Background: an optimization exercise with open tools, aiming at small area, a short achievable clock period and few clock cycles per item. Do not read the settings as production practice. RTL that was checked went through simulation tests only; none was proved equivalent to the original.

==> flow/design.v <==
module rom (
	input  [3:0]  addr,
	output [15:0] q
);
	assign q = (addr[1:0] == 2'd1) ? 16'h1dac :
	           (addr[1:0] == 2'd2) ? 16'h0fae :
	           (addr[1:0] == 2'd3) ? 16'h07f5 :
	           16'h03ff;
endmodule
module cordic_core (
	input             clk, rst, en,
	input      [15:0] z,
	input      [15:0] q,
	output     [3:0]  addr,
	output reg        done,
	output     [15:0] x, y
);
	localparam [15:0] A0 = 16'h3244, X0 = 16'h26dd;
	reg               busy;
	reg        [3:0]  n;
	reg signed [15:0] xr, yr, zr;
	reg               inr;     
	reg               dn;      
	reg        [4:0]  zs;      
	wire accept = en & ~busy;
	wire inr_v  = (zr[15:10] == 6'b000000) | (zr[15:10] == 6'b111111);
	wire signed [15:0] ysh = yr >>> n;
	wire signed [15:0] xsh = xr >>> n;
	wire        [15:0] oy = ysh ^ {16{~dn}};
	wire        [15:0] ox = xsh ^ {16{dn}};
	wire        [15:0] qa = ({16{zs[0]}} & 16'h1dac) | ({16{zs[1]}} & 16'h0fae) |
	                        ({16{zs[2]}} & 16'h07f5) | ({16{zs[3]}} & 16'h03ff);
	wire        [15:0] oz = qa ^ {16{~dn}};
	wire        [16:0] sx = {xr, 1'b1} + {oy, ~dn};
	wire        [16:0] sy = {yr, 1'b1} + {ox, dn};
	wire        [16:0] sz = {zr, 1'b1} + {oz, ~dn};
	wire [15:0] z1 = z[15] ? z + A0 : z - A0;
	always @(posedge clk) begin
		if (accept) begin
			xr <= X0;
			yr <= z[15] ? -X0 : X0;
			zr <= z1;
			dn <= z1[15];
			n  <= 4'd1;
			zs <= 5'b00001;
		end else begin
			xr <= sx[16:1];
			yr <= sy[16:1];
			zr <= (|zs[3:0]) ? sz[16:1] : {zr[15], zr[13:0], 1'b0};
			n  <= n + 4'd1;
			zs <= {zs[3:0], 1'b0};
			if (|zs[3:0])
				dn <= sz[16];
			else if (zs[4] ? inr_v : inr)
				dn <= ~zr[9];
			else
				dn <= zr[15];
		end
		if (zs[4])
			inr <= inr_v;
	end
	always @(posedge clk, posedge rst) begin
		if (rst) begin
			busy <= 1'b0;
			done <= 1'b0;
		end else begin
			busy <= accept | (busy & (n != 4'd14));
			done <= busy & (n == 4'd14);
		end
	end
	assign addr = n;
	assign x = xr;
	assign y = yr;
endmodule
module cordic (
	input                clk, rst, en,
	output               done,
	input  signed [15:0] z,
	output signed [15:0] x, y
);
	wire [3:0]  rom_addr;
	wire [15:0] rom_data;
	cordic_core u_cordic_core (
		.clk(clk), .rst(rst), .en(en), .z(z),
		.addr(rom_addr), .q(rom_data),
		.done(done), .x(x), .y(y)
	);
	rom u_rom (.addr(rom_addr), .q(rom_data));
endmodule
==> flow/config.mk <==
export PLATFORM = sky130hd
export DESIGN_NAME = cordic
export DESIGN_NICKNAME = cordic
export VERILOG_FILES = /design/flow/design.v
export SDC_FILE = /design/flow/constraint.sdc
export NUM_CORES = 4
export LEC_CHECK = 0
export ABC_AREA = 1
export CAP_MARGIN = 20
export CORE_MARGIN = 2
export CORE_UTILIZATION = 60
export GPL_TIMING_DRIVEN = 1
export SETUP_SLACK_MARGIN = 2.8
export SLEW_MARGIN = 20
==> flow/constraint.sdc <==
create_clock -name core_clock -period 6.0 [get_ports {clk}]
set_input_delay 1.2000 -clock core_clock [delete_from_list [all_inputs] [get_ports {clk}]]
set_output_delay 1.2000 -clock core_clock [all_outputs]
set_load 0.01 [all_outputs]
run.sh (not shown) runs the stock make flow with config.mk's settings and CLKGATE_MAP_FILE= SYNTH_SCRIPT=/design/flow/synth_recipe.tcl, a recipe that flattens the netlist after the stock synthesis.
==> next run, changes <==
==> flow/design.v (replaced) <==
module rom (
	input  [3:0]  addr,
	output [15:0] q
);
	assign q = (addr == 4'd1) ? 16'h1dac :
	           (addr == 4'd2) ? 16'h0fae :
	           (addr == 4'd3) ? 16'h07f5 :
	           (addr == 4'd4) ? 16'h03ff :
	           16'h0200;
endmodule
module cordic_core (
	input             clk, rst, en,
	input      [15:0] z,
	input      [15:0] q,
	output     [3:0]  addr,
	output reg        done,
	output     [15:0] x, y
);
	localparam [15:0] A0 = 16'h3244, X0 = 16'h26dd;
	reg               busy;
	reg        [3:0]  n;
	reg signed [15:0] xr, yr, zr;
	reg        [15:0] ar;     
	wire accept = en & ~busy;
	wire               dn = zr[15];
	wire signed [15:0] ysh = yr >>> n;
	wire signed [15:0] xsh = xr >>> n;
	wire        [15:0] oy = ysh ^ {16{~dn}};
	wire        [15:0] ox = xsh ^ {16{dn}};
	wire        [15:0] oz = ar ^ {16{~dn}};
	wire        [16:0] sx = {xr, 1'b1} + {oy, ~dn};
	wire        [16:0] sy = {yr, 1'b1} + {ox, dn};
	wire        [16:0] sz = {zr, 1'b1} + {oz, ~dn};
	always @(posedge clk) begin
		if (accept) begin
			xr <= X0;
			yr <= z[15] ? -X0 : X0;
			zr <= z[15] ? z + A0 : z - A0;
			n  <= 4'd1;
			ar <= 16'h1dac;
		end else begin
			ar <= (n < 4'd5) ? q : (ar >> 1);
			xr <= sx[16:1];
			yr <= sy[16:1];
			zr <= sz[16:1];
			n  <= n + 4'd1;
		end
	end
	always @(posedge clk, posedge rst) begin
		if (rst) begin
			busy <= 1'b0;
			done <= 1'b0;
		end else begin
			busy <= accept | (busy & (n != 4'd14));
			done <= busy & (n == 4'd14);
		end
	end
	assign addr = n + 4'd1;
	assign x = xr;
	assign y = yr;
endmodule
module cordic (
	input                clk, rst, en,
	output               done,
	input  signed [15:0] z,
	output signed [15:0] x, y
);
	wire [3:0]  rom_addr;
	wire [15:0] rom_data;
	cordic_core u_cordic_core (
		.clk(clk), .rst(rst), .en(en), .z(z),
		.addr(rom_addr), .q(rom_data),
		.done(done), .x(x), .y(y)
	);
	rom u_rom (.addr(rom_addr), .q(rom_data));
endmodule
Outcome: The changed run completed with no timing, DRC or antenna violations. Count of clock-buffer cells in the layout is higher by 1. Final area shrinks by 0.67%. Area after synthesis came out higher by about 1.3%. Worst setup slack degrades by 0.027 ns. Global-route usage went down by 2.9 points. Via count came out lower by about 4.4%. Routed wire length shrinks by 8.2%.
Testbench counts after the change, summed over its fixed seeds: cycles 36,000, items 2,400.
No functional check of the RTL was part of the first run of this note.

[re-timing with driven ports]
The flow's constraints put no driver on any port. The routed layouts listed below were extracted and timed again, unchanged, in two steps. Step 1 sets driving cells, clkbuf_16 on the clock port and buf_2 on the other inputs (assumed; they add their load-dependent delay and slew). Step 2 also shifts input and output timing later by t, the mid clock arrival at the registers, as if the neighbouring blocks saw the same clock. Slacks: no drivers / after step 1 / after step 2; pairs: no drivers / after step 1.
run | t, ns | setup WS [ns] | latest minus earliest clock arrival (ns) | worst register clock-pin slew, ns | worst data-port slew with drivers (ns)
the first run | 0.402 | 2.887 / 2.887 / 2.576 | 0.017 / 0.017 | 0.08 / 0.08 | 0.04
the second run | 0.396 | 2.859 / 2.859 / 2.603 | 0.018 / 0.018 | 0.08 / 0.08 | 0.04
After both steps every run listed still meets setup and hold. For the first run, which loses most, drivers alone change the setup slack by 0.000 ns; drivers and shift together by -0.311 ns.
